This is an optimization exercise on Yosys and OpenROAD, whose aim is small area and a short achievable clock period, not a production implementation. The RTL was checked by simulation tests, not by an equivalence proof against the original design. Power and IR drop assume default switching activity.

==> flow/design.v (excerpt) <==
module SCPU(
    input         clk,
    input         rst,
    input  [31:0] inst,
    input  [31:0] data_in,   
    output [31:0] addr_out,  
    output [31:0] data_out,  
    output [31:0] pc_out,    
    output        mem_write,
    output [31:0] out,
    output [6:0]  exmem_opcode,
    input         cache_resp_stall
    );
    localparam [31:0] NOP = 32'h00000013;
    wire stall = cache_resp_stall;
    wire run   = ~cache_resp_stall;
    localparam [2:0] S_N = 3'd0, S_J1 = 3'd1, S_J2 = 3'd2, S_J3 = 3'd3,
                     S_J4 = 3'd4, S_L1 = 3'd5, S_L2 = 3'd6;
    reg  [2:0]  fs;
    reg  [31:0] pc;
    reg  [31:0] if_inst;
    reg         jf;       
    reg  [31:0] jt;       
    wire [6:0] op  = if_inst[6:0];
    wire [2:0] f3  = if_inst[14:12];
    wire [6:0] top = if_inst[31:25];
    wire d_lui   = op == 7'b0110111;
    wire d_r     = op == 7'b0110011;
    wire d_ld    = op == 7'b0000011;
    wire d_st    = op == 7'b0100011;
    wire d_i     = op == 7'b0010011;
    wire d_b     = op == 7'b1100011;
    wire d_jal   = op == 7'b1101111;
    wire d_jalr  = op == 7'b1100111;
    wire d_sys   = op == 7'b1110011;
  ...
For scale: ~5200 cells after synthesis, ~71000 µm² of cells after synthesis.
==> flow/config.mk <==
export PLATFORM = sky130hd
export DESIGN_NAME = SCPU
export DESIGN_NICKNAME = SCPU
export VERILOG_FILES = /design/flow/design.v
export SDC_FILE = /design/flow/constraint.sdc
export NUM_CORES = 8
export LEC_CHECK = 0
export CAP_MARGIN = 20
export CORE_MARGIN = 2
export CORE_UTILIZATION = 50
export SLEW_MARGIN = 20
export SYNTH_HIERARCHICAL = 1
export SYNTH_MINIMUM_KEEP_SIZE = 0
==> flow/constraint.sdc <==
create_clock -name core_clock -period 10.0 [get_ports {clk}]
set_input_delay 2.0000 -clock core_clock [delete_from_list [all_inputs] [get_ports {clk}]]
set_output_delay 2.0000 -clock core_clock [all_outputs]
set_load 0.01 [all_outputs]
standard.sh (not shown) runs the stock make flow with config.mk's settings and CLKGATE_MAP_FILE= SYNTH_SCRIPT=/design/flow/synth_recipe.tcl, a recipe that flattens the netlist after the stock synthesis.
==> flow/flow/run.sh <==
#!/bin/bash
# Standard layout, with a tighter setup target for timing repair, plain
# buffers on the ports, and sink clusters of up to 24 flip-flops and no dummy
# loads in clock tree synthesis. Each tool's output goes to a log here.
set -euo pipefail
export SETUP_SLACK_MARGIN=6.4
export BUFFER_PORTS_ARGS="-buffer_cell sky130_fd_sc_hd__buf_2"
export CTS_ARGS="-sink_clustering_enable -repair_clock_nets -dont_use_dummy_load -sink_clustering_size 24 -sink_clustering_max_diameter 120"
bash standard.sh > standard_flow.log 2>&1
The baseline went through all stages and came out clean.
Then changed:
==> flow/flow/run.sh (replaced) <==
#!/bin/bash
# Standard layout, with a tighter setup target for timing repair, and larger
# sink clusters and no dummy loads in clock tree synthesis. Each tool's
# output goes to a log here.
set -euo pipefail
export SETUP_SLACK_MARGIN=6.25
export CTS_ARGS="-sink_clustering_enable -repair_clock_nets -dont_use_dummy_load -sink_clustering_size 24 -sink_clustering_max_diameter 120"
bash standard.sh > standard_flow.log 2>&1
Effect:
- The new run finished clean
- routed wire length falls slightly
- sequential cell count stays the same
- clock-buffer cell count falls by 1
- cell count falls slightly
- synthesized area does not change
- design area falls slightly
Then changed:
==> flow/flow/run.sh (replaced) <==
#!/bin/bash
# Standard layout, with a tighter setup target for timing repair and no
# dummy loads in clock tree synthesis. Each tool's output goes to a log here.
set -euo pipefail
export SETUP_SLACK_MARGIN=6.5
export CTS_ARGS="-sink_clustering_enable -repair_clock_nets -dont_use_dummy_load"
bash standard.sh > standard_flow.log 2>&1
Global-route usage goes up by 0.92 points; first-iteration DRC count is about the same; worst hold slack improved by 0.025 ns; final cell count goes up by 3.3%; setup slack got worse by 0.0061 ns; power goes up by 15%; wire length goes up by 2.8%; sequential power stays flat; design area goes up by 5.8%; via count goes up by 2.1%.
Then changed:
==> flow/flow/run.sh (replaced) <==
#!/bin/bash
# Standard layout, with a tighter setup target for timing repair, and larger
# sink clusters and no dummy loads in clock tree synthesis. Each tool's
# output goes to a log here.
set -euo pipefail
export SETUP_SLACK_MARGIN=5.5
export CTS_ARGS="-sink_clustering_enable -repair_clock_nets -dont_use_dummy_load -sink_clustering_size 24 -sink_clustering_max_diameter 120"
bash standard.sh > standard_flow.log 2>&1
Result: Setup slack got worse by 0.57 ns. Critical path depth drops by 3. Global-route usage decreases by 1.3 points. Utilization drops by 4.5 points. Die area stays the same. Clock-buffer cell count shrinks by 88. Non-clock buffer count falls by 305. Sequential power increases by about 2%. Flip-flop and latch count does not change. Clock power falls by 36%. Via count shrinks by 3.7%.
Then changed:
==> flow/flow/run.sh (replaced) <==
#!/bin/bash
# Standard layout, with a tighter setup target for timing repair, plain
# buffers on the ports, and sink clusters of up to 24 flip-flops and no dummy
# loads in clock tree synthesis. Each tool's output goes to a log here.
set -euo pipefail
export SETUP_SLACK_MARGIN=6.25
export BUFFER_PORTS_ARGS="-buffer_cell sky130_fd_sc_hd__buf_2"
export CTS_ARGS="-sink_clustering_enable -repair_clock_nets -dont_use_dummy_load -sink_clustering_size 24 -sink_clustering_max_diameter 120"
bash standard.sh > standard_flow.log 2>&1
- CORE_UTILIZATION: 50 -> 56
Effect: The changed run completed with no timing, DRC or antenna violations; first-iteration DRC count goes up by 10%; synthesized cell count does not change; utilization goes up by 7.1 points; routed wire length decreases by 2.2%; critical path depth is higher by 1; setup slack improves by 0.58 ns; clock skew is lower by 0.0041 ns; area after synthesis stays the same; global-route usage goes up by 3.6 points.


Starting RTL as in the previous note.
## SCPU
module SCPU(
    input         clk,
    input         rst,
    input  [31:0] inst,
    input  [31:0] data_in,   
    output [31:0] addr_out,  
    output [31:0] data_out,  
    output [31:0] pc_out,    
    output        mem_write,
    output [31:0] out,
    output [6:0]  exmem_opcode,
    input         cache_resp_stall
    );
Settings: LEC_CHECK=0, CAP_MARGIN=20, CORE_MARGIN=2, CORE_UTILIZATION=50, SLEW_MARGIN=20, SYNTH_HIERARCHICAL=1, SYNTH_MINIMUM_KEEP_SIZE=0; clock period 10.0 ns.
==> flow/flow/run.sh <==
#!/bin/bash
# Standard layout, with a tighter setup target for timing repair, and larger
# sink clusters and no dummy loads in clock tree synthesis. Each tool's
# output goes to a log here.
set -euo pipefail
export SETUP_SLACK_MARGIN=6.0
export CTS_ARGS="-sink_clustering_enable -repair_clock_nets -dont_use_dummy_load -sink_clustering_size 24 -sink_clustering_max_diameter 120"
bash standard.sh > standard_flow.log 2>&1
The first run ran to the end with no violations.
Then changed:
--- a/flow/flow/run.sh
+++ b/flow/flow/run.sh
@@ -5,3 +5,3 @@
 set -euo pipefail
-export SETUP_SLACK_MARGIN=6.0
+export SETUP_SLACK_MARGIN=6.5
 export CTS_ARGS="-sink_clustering_enable -repair_clock_nets -dont_use_dummy_load -sink_clustering_size 24 -sink_clustering_max_diameter 120"
Core utilization grows by 3.1 points.
Die area stays the same.
Non-clock buffer count came out higher by 298.
Fmax is higher by 5.2%.
Sequential share of layout area falls by 2.8 points.


MS:
Another version of the RTL of SCPU (not shown whole).
Size: about 5,400 cells after synthesis, roughly 1,500 flip-flops, about 200 I/O pins, ~71,000 um^2 of cells after synthesis.
Settings: LEC_CHECK=0, CAP_MARGIN=20, CORE_MARGIN=2, CORE_UTILIZATION=50, SETUP_SLACK_MARGIN=5, SLEW_MARGIN=20, SYNTH_HIERARCHICAL=1, SYNTH_MINIMUM_KEEP_SIZE=0; clock period 10.0 ns.
run.sh (not shown) runs the stock make flow with config.mk's settings and CLKGATE_MAP_FILE= SYNTH_SCRIPT=/design/flow/synth_recipe.tcl, a recipe that flattens the netlist after the stock synthesis.
Stock flow here: none of the scripts above is used.
The final layout from MS, which completed every stage, passed the timing, DRC and antenna checks at the end of the flow.
Setup changes, MS to AL
Settings: SETUP_SLACK_MARGIN: 5 -> unset.
==> flow/flow/run.sh (new file) <==
#!/bin/bash
# Standard layout, with a tighter setup target for timing repair and no
# dummy loads in clock tree synthesis. Each tool's output goes to a log here.
set -euo pipefail
export SETUP_SLACK_MARGIN=6.5
export CTS_ARGS="-sink_clustering_enable -repair_clock_nets -dont_use_dummy_load"
bash standard.sh > standard_flow.log 2>&1
==> flow/standard.sh (new file) <==
#!/bin/bash
# synth_recipe.tcl (not shown) runs the flow's synth.tcl, then flattens the netlist and writes it again
# the make line also repeats each setting of config.mk as NAME=value (left out here)
make -C /OpenROAD-flow-scripts/flow DESIGN_CONFIG=/design/flow/config.mk WORK_HOME=/design/flow/orfs CLKGATE_MAP_FILE= SYNTH_SCRIPT=/design/flow/synth_recipe.tcl "${@:-finish}"
removed: flow/run.sh
--- outcome ---
Looking at final antenna diode count, AL sits below MS. Cell at the slowest stage of the critical path = sky130_fd_sc_hd__buf_4: MS; cell at the slowest stage of the critical path = sky130_fd_sc_hd__or4_4: AL. Summary — met3 demand-to-capacity share in global routing, AL relative to MS: higher, by 1.7 points. Cell count: AL higher than MS. Cmp AL vs MS: routed length per instance higher in AL.


SCPU, a different RTL version from the one above (not shown whole).
For scale: roughly 5100 cells after synthesis, roughly 200 I/O pins, roughly 71000 um^2 of cells after synthesis.
clock: 10.0 ns
lec_check: 0
cap_margin: 10
core_margin: 2
core_utilization: 56
slew_margin: 10
synth_hierarchical: 1
synth_minimum_keep_size: 0
standard.sh (not shown) runs the stock make flow with config.mk's settings and CLKGATE_MAP_FILE= SYNTH_SCRIPT=/design/flow/synth_recipe.tcl, a recipe that flattens the netlist after the stock synthesis.
==> flow/flow/run.sh <==
#!/bin/bash
# Standard layout, with a tighter setup target for timing repair, plain
# buffers on the ports, and sink clusters of up to 24 flip-flops and no dummy
# loads in clock tree synthesis. Each tool's output goes to a log here.
set -euo pipefail
export SETUP_SLACK_MARGIN=6.25
export BUFFER_PORTS_ARGS="-buffer_cell sky130_fd_sc_hd__buf_2"
export CTS_ARGS="-sink_clustering_enable -repair_clock_nets -dont_use_dummy_load -sink_clustering_size 24 -sink_clustering_max_diameter 120"
bash standard.sh > standard_flow.log 2>&1
The starting point ran to the end with no violations.
Change:
CAP_MARGIN = 20   (was 10)
SLEW_MARGIN = 20   (was 10)
=> The changed run ran to the end with no violations; clock power is about the same; maximum frequency grows by 2.5%; final area shrinks by 0.39%; critical path depth shrinks by 2.
Change:
GPL_TIMING_DRIVEN = 0   (was default)
Via count rose by about 6%.
Wire length rose by 9.1%.
Die area does not change.
Core utilization rose by 4.0 points.
Clock power stays flat.
Sequential power fell by about 2%.
Setup slack loses 170 ps.
Non-clock buffer count rose by 292.
Change:
GPL_TIMING_DRIVEN = default   (was 0)
PLACE_DENSITY = 0.72   (was default)
=> Final area goes down by 5.2%. Sequential share of layout area goes up by 2.9 points. Power goes down by 2.8%. Critical path depth goes down by 10. Global-route usage goes down by 3.9 points. Worst hold slack is better by 25 ps. Non-clock buffer count goes down by 284. Clock power hardly moves. Via count goes down by 4.8%. Setup slack is better by 91 ps.
Change:
PLACE_DENSITY = default   (was 0.72)
TNS_END_PERCENT = 30   (was default)
Sequential power stays flat.
Setup slack got worse by 46 ps.
Wire length is lower by about 0.4%.
Via count is lower by about 1.2%.


== v6 ==
SCPU, a different RTL version from the one above (not shown whole).
For scale: ~5300 cells after synthesis, ~200 I/O pins, about 72000 um^2 of cells after synthesis.
export LEC_CHECK = 0
export CAP_MARGIN = 20
export CORE_MARGIN = 2
export CORE_UTILIZATION = 50
export SLEW_MARGIN = 20
export SYNTH_HIERARCHICAL = 1
export SYNTH_MINIMUM_KEEP_SIZE = 0
create_clock -name core_clock -period 10.0 [get_ports {clk}]
==> flow/flow/run.sh <==
#!/bin/bash
# Standard layout, with a tighter setup target for timing repair, smaller
# clock buffers and no dummy loads in clock tree synthesis, and plain buffers
# on the ports. Each tool's output goes to a log here.
set -euo pipefail
export SETUP_SLACK_MARGIN=6.5
export BUFFER_PORTS_ARGS="-buffer_cell sky130_fd_sc_hd__buf_2"
export CTS_ARGS="-sink_clustering_enable -repair_clock_nets -dont_use_dummy_load -buf_list {sky130_fd_sc_hd__clkbuf_4 sky130_fd_sc_hd__clkbuf_8}"
bash standard.sh > standard_flow.log 2>&1
The flow completed for v6, but it is not clean: the layout still shows max-capacitance violations, max-slew violations.
> inputs changed (v6 -> v7)
==> flow/flow/run.sh <==
#!/bin/bash
# Standard layout, with a tighter setup target for timing repair and no
# dummy loads in clock tree synthesis. Each tool's output goes to a log here.
set -euo pipefail
export SETUP_SLACK_MARGIN=6.5
export CTS_ARGS="-sink_clustering_enable -repair_clock_nets -dont_use_dummy_load"
bash standard.sh > standard_flow.log 2>&1
[summary]
v7 closes out successfully: all stages finished, all timing, DRC and antenna checks passed. Going from v6 to v7, first-pass GRT wire length shrinks by 0.82%. Power, v6 and v7, lower one = v6. Against v6, v7 reports a utilization that is lower. Changes observed in v7 relative to v6: cell area lower; share of power burned in registers lower. The latest clock arrival within the worst-skew pair reported for v7 is smaller than that of v6 by 0.19 ns. v7 vs. v6: clock group power went up by about 16%. Comparing v6 and v7, the lower clock network fraction of total power is on v6. Looking at combinational power share, v7 sits 1.9 points below v6.


== P ==
SCPU, a different RTL version from the one above (not shown whole).
Size in the first run: about 5300 cells after synthesis, ~200 I/O pins, ~0.071 mm² of cells after synthesis.
// SCPU
module SCPU(
    input         clk,
    input         rst,
    input  [31:0] inst,
    input  [31:0] data_in,   
    output [31:0] addr_out,  
    output [31:0] data_out,  
    output [31:0] pc_out,    
    output        mem_write,
    output [31:0] out,
    output [6:0]  exmem_opcode,
    input         cache_resp_stall
    );
Settings: LEC_CHECK=0, CAP_MARGIN=20, CORE_MARGIN=2, CORE_UTILIZATION=50, SETUP_SLACK_MARGIN=5, SLEW_MARGIN=20, SYNTH_HIERARCHICAL=1, SYNTH_MINIMUM_KEEP_SIZE=0; clock period 10.0 ns.
run.sh (not shown) runs the stock make flow with config.mk's settings and CLKGATE_MAP_FILE= SYNTH_SCRIPT=/design/flow/synth_recipe.tcl, a recipe that flattens the netlist after the stock synthesis.
Stock flow here: none of the scripts above is used.
Setup changes, P to Q
- SETUP_SLACK_MARGIN removed (was 5)
==> flow/flow/run.sh (new file) <==
#!/bin/bash
# Standard layout, with a tighter setup target for timing repair and no
# dummy loads in clock tree synthesis. Each tool's output goes to a log here.
set -euo pipefail
export SETUP_SLACK_MARGIN=7
export CTS_ARGS="-sink_clustering_enable -repair_clock_nets -dont_use_dummy_load"
bash standard.sh > standard_flow.log 2>&1
==> flow/standard.sh (new file) <==
#!/bin/bash
# synth_recipe.tcl (not shown) runs the flow's synth.tcl, then flattens the netlist and writes it again
# the make line also repeats each setting of config.mk as NAME=value (left out here)
make -C /OpenROAD-flow-scripts/flow DESIGN_CONFIG=/design/flow/config.mk WORK_HOME=/design/flow/orfs CLKGATE_MAP_FILE= SYNTH_SCRIPT=/design/flow/synth_recipe.tcl "${@:-finish}"
removed: flow/run.sh
Findings:
All of P and Q finish clean. In the tables for P and Q, stage delay of the slowest cell on the critical path reads higher with P. Diff P..Q | port buffer count | negligible. The higher total number of vias came out of Q. Total power: Q above P. Final net count of Q exceeds that of P by more than 10%. Compared with P, Q shows depth of the most critical reg-to-reg path higher by 2. Summary of the comparison: setup slack is higher in Q, relative to P. Compared with P, Q shows a higher overall track demand over capacity in global routing. Going from P to Q, the post-route clock period utilization was found to have gone down by 5.9 points. Of P and Q, P shows the higher shortest period the worst path allows, with Q below it. Re die area: no difference whatsoever between P and Q.


RTL: one of the versions met above, not the one the previous note started from.
For scale: about 5200 cells after synthesis, roughly 200 I/O pins.
// SCPU
module SCPU(
    input         clk,
    input         rst,
    input  [31:0] inst,
    input  [31:0] data_in,   
    output [31:0] addr_out,  
    output [31:0] data_out,  
    output [31:0] pc_out,    
    output        mem_write,
    output [31:0] out,
    output [6:0]  exmem_opcode,
    input         cache_resp_stall
    );
export LEC_CHECK = 0
export CAP_MARGIN = 20
export CORE_MARGIN = 2
export CORE_UTILIZATION = 50
export SLEW_MARGIN = 20
export SYNTH_HIERARCHICAL = 1
export SYNTH_MINIMUM_KEEP_SIZE = 0
create_clock -name core_clock -period 10.0 [get_ports {clk}]
standard.sh (not shown) runs the stock make flow with config.mk's settings and CLKGATE_MAP_FILE= SYNTH_SCRIPT=/design/flow/synth_recipe.tcl, a recipe that flattens the netlist after the stock synthesis.
==> flow/flow/run.sh <==
#!/bin/bash
# Standard layout, with a tighter setup target for timing repair, plain
# buffers on the ports, and sink clusters of up to 24 flip-flops and no dummy
# loads in clock tree synthesis. Each tool's output goes to a log here.
set -euo pipefail
export SETUP_SLACK_MARGIN=6.0
export BUFFER_PORTS_ARGS="-buffer_cell sky130_fd_sc_hd__buf_2"
export CTS_ARGS="-sink_clustering_enable -repair_clock_nets -dont_use_dummy_load -sink_clustering_size 24 -sink_clustering_max_diameter 120"
bash standard.sh > standard_flow.log 2>&1
The baseline ran to the end with no violations.
Then changed:
--- a/flow/flow/run.sh
+++ b/flow/flow/run.sh
@@ -6 +6 @@
-export SETUP_SLACK_MARGIN=6.0
+export SETUP_SLACK_MARGIN=6.25
After rerunning: Setup slack is better by 0.23 ns. Wire length goes up by 1.5%. Total power goes up by 1.8%. Clock-buffer cell count stays the same. Sequential cell count does not change. Clock power barely changes. Combinational power goes up by 6.2%. Sequential power barely changes. Via count goes up by 1.3%.

-- afterwards: timing with drivers on the ports --
The flow's constraints put no driver on any port. The routed layouts listed below were extracted and timed again, unchanged, in two steps.
Step 1, drivers: a clkbuf_16 drives clk and a buf_2 each remaining input, both assumed.
Step 2 moves the port delays by t, midway between the first and last clock arrival at a register: inputs arrive t later, outputs are due t later. That takes back most of the time a late clock gives input paths.
Three values: no drivers, after step 1, after step 2; two values: the first two.
run	t (ns)	slack for setup (ns)	hold WS [ns]	worst data-port slew with drivers (ns)	cell pins on the clock port's net
the first run of note 1	0.785	6.232 / 6.232 / 5.616	0.374 / 0.374 / 0.374	0.10	1
the second run of note 1	0.773	6.146 / 6.146 / 5.542	0.364 / 0.364 / 0.364	0.10	1
the third run of note 1	0.857	6.140 / 6.140 / 5.748	0.389 / 0.389 / 0.389	0.10	1
the fourth run of note 1	0.768	5.567 / 5.567 / 5.252	0.361 / 0.361 / 0.361	0.11	1
the fifth run of note 1	0.751	6.145 / 6.145 / 5.615	0.388 / 0.388 / 0.388	0.08	1
the first run of note 2	0.763	5.941 / 5.941 / 5.467	0.363 / 0.363 / 0.363	0.11	1
the second run of note 2	0.772	6.142 / 6.142 / 5.769	0.365 / 0.365 / 0.365	0.10	1
MS	0.877	5.242 / 5.242 / 4.892	0.419 / 0.419 / 0.419	0.13	1
AL	0.845	5.891 / 5.891 / 5.648	0.420 / 0.420 / 0.420	0.13	1
the first run of note 4	0.752	6.089 / 6.089 / 5.614	0.400 / 0.400 / 0.400	0.08	1
the second run of note 4	0.770	6.183 / 6.183 / 5.618	0.409 / 0.409 / 0.409	0.07	1
the third run of note 4	0.758	6.012 / 6.012 / 5.544	0.372 / 0.372 / 0.372	0.08	1
the fourth run of note 4	0.759	6.103 / 6.103 / 5.514	0.397 / 0.397 / 0.397	0.20	1
the fifth run of note 4	0.772	6.057 / 6.057 / 5.413	0.410 / 0.410 / 0.410	0.07	1
v6	0.994	6.003 / 6.003 / 5.596	0.392 / 0.392 / 0.392	0.05	1
v7	0.863	6.047 / 6.047 / 5.602	0.401 / 0.401 / 0.401	0.17	1
P	0.882	4.976 / 4.976 / 4.976	0.376 / 0.376 / 0.376	0.06	1
Q	0.860	5.570 / 5.570 / 5.570	0.376 / 0.376 / 0.376	0.06	1
the first run of note 7	0.785	5.963 / 5.963 / 5.231	0.372 / 0.372 / 0.372	0.10	1
the second run of note 7	0.788	6.191 / 6.191 / 5.462	0.374 / 0.374 / 0.374	0.11	1
The setup slack of the first run of note 7, which loses most, moves by 0.000 ns with the drivers and by -0.732 ns with both steps.
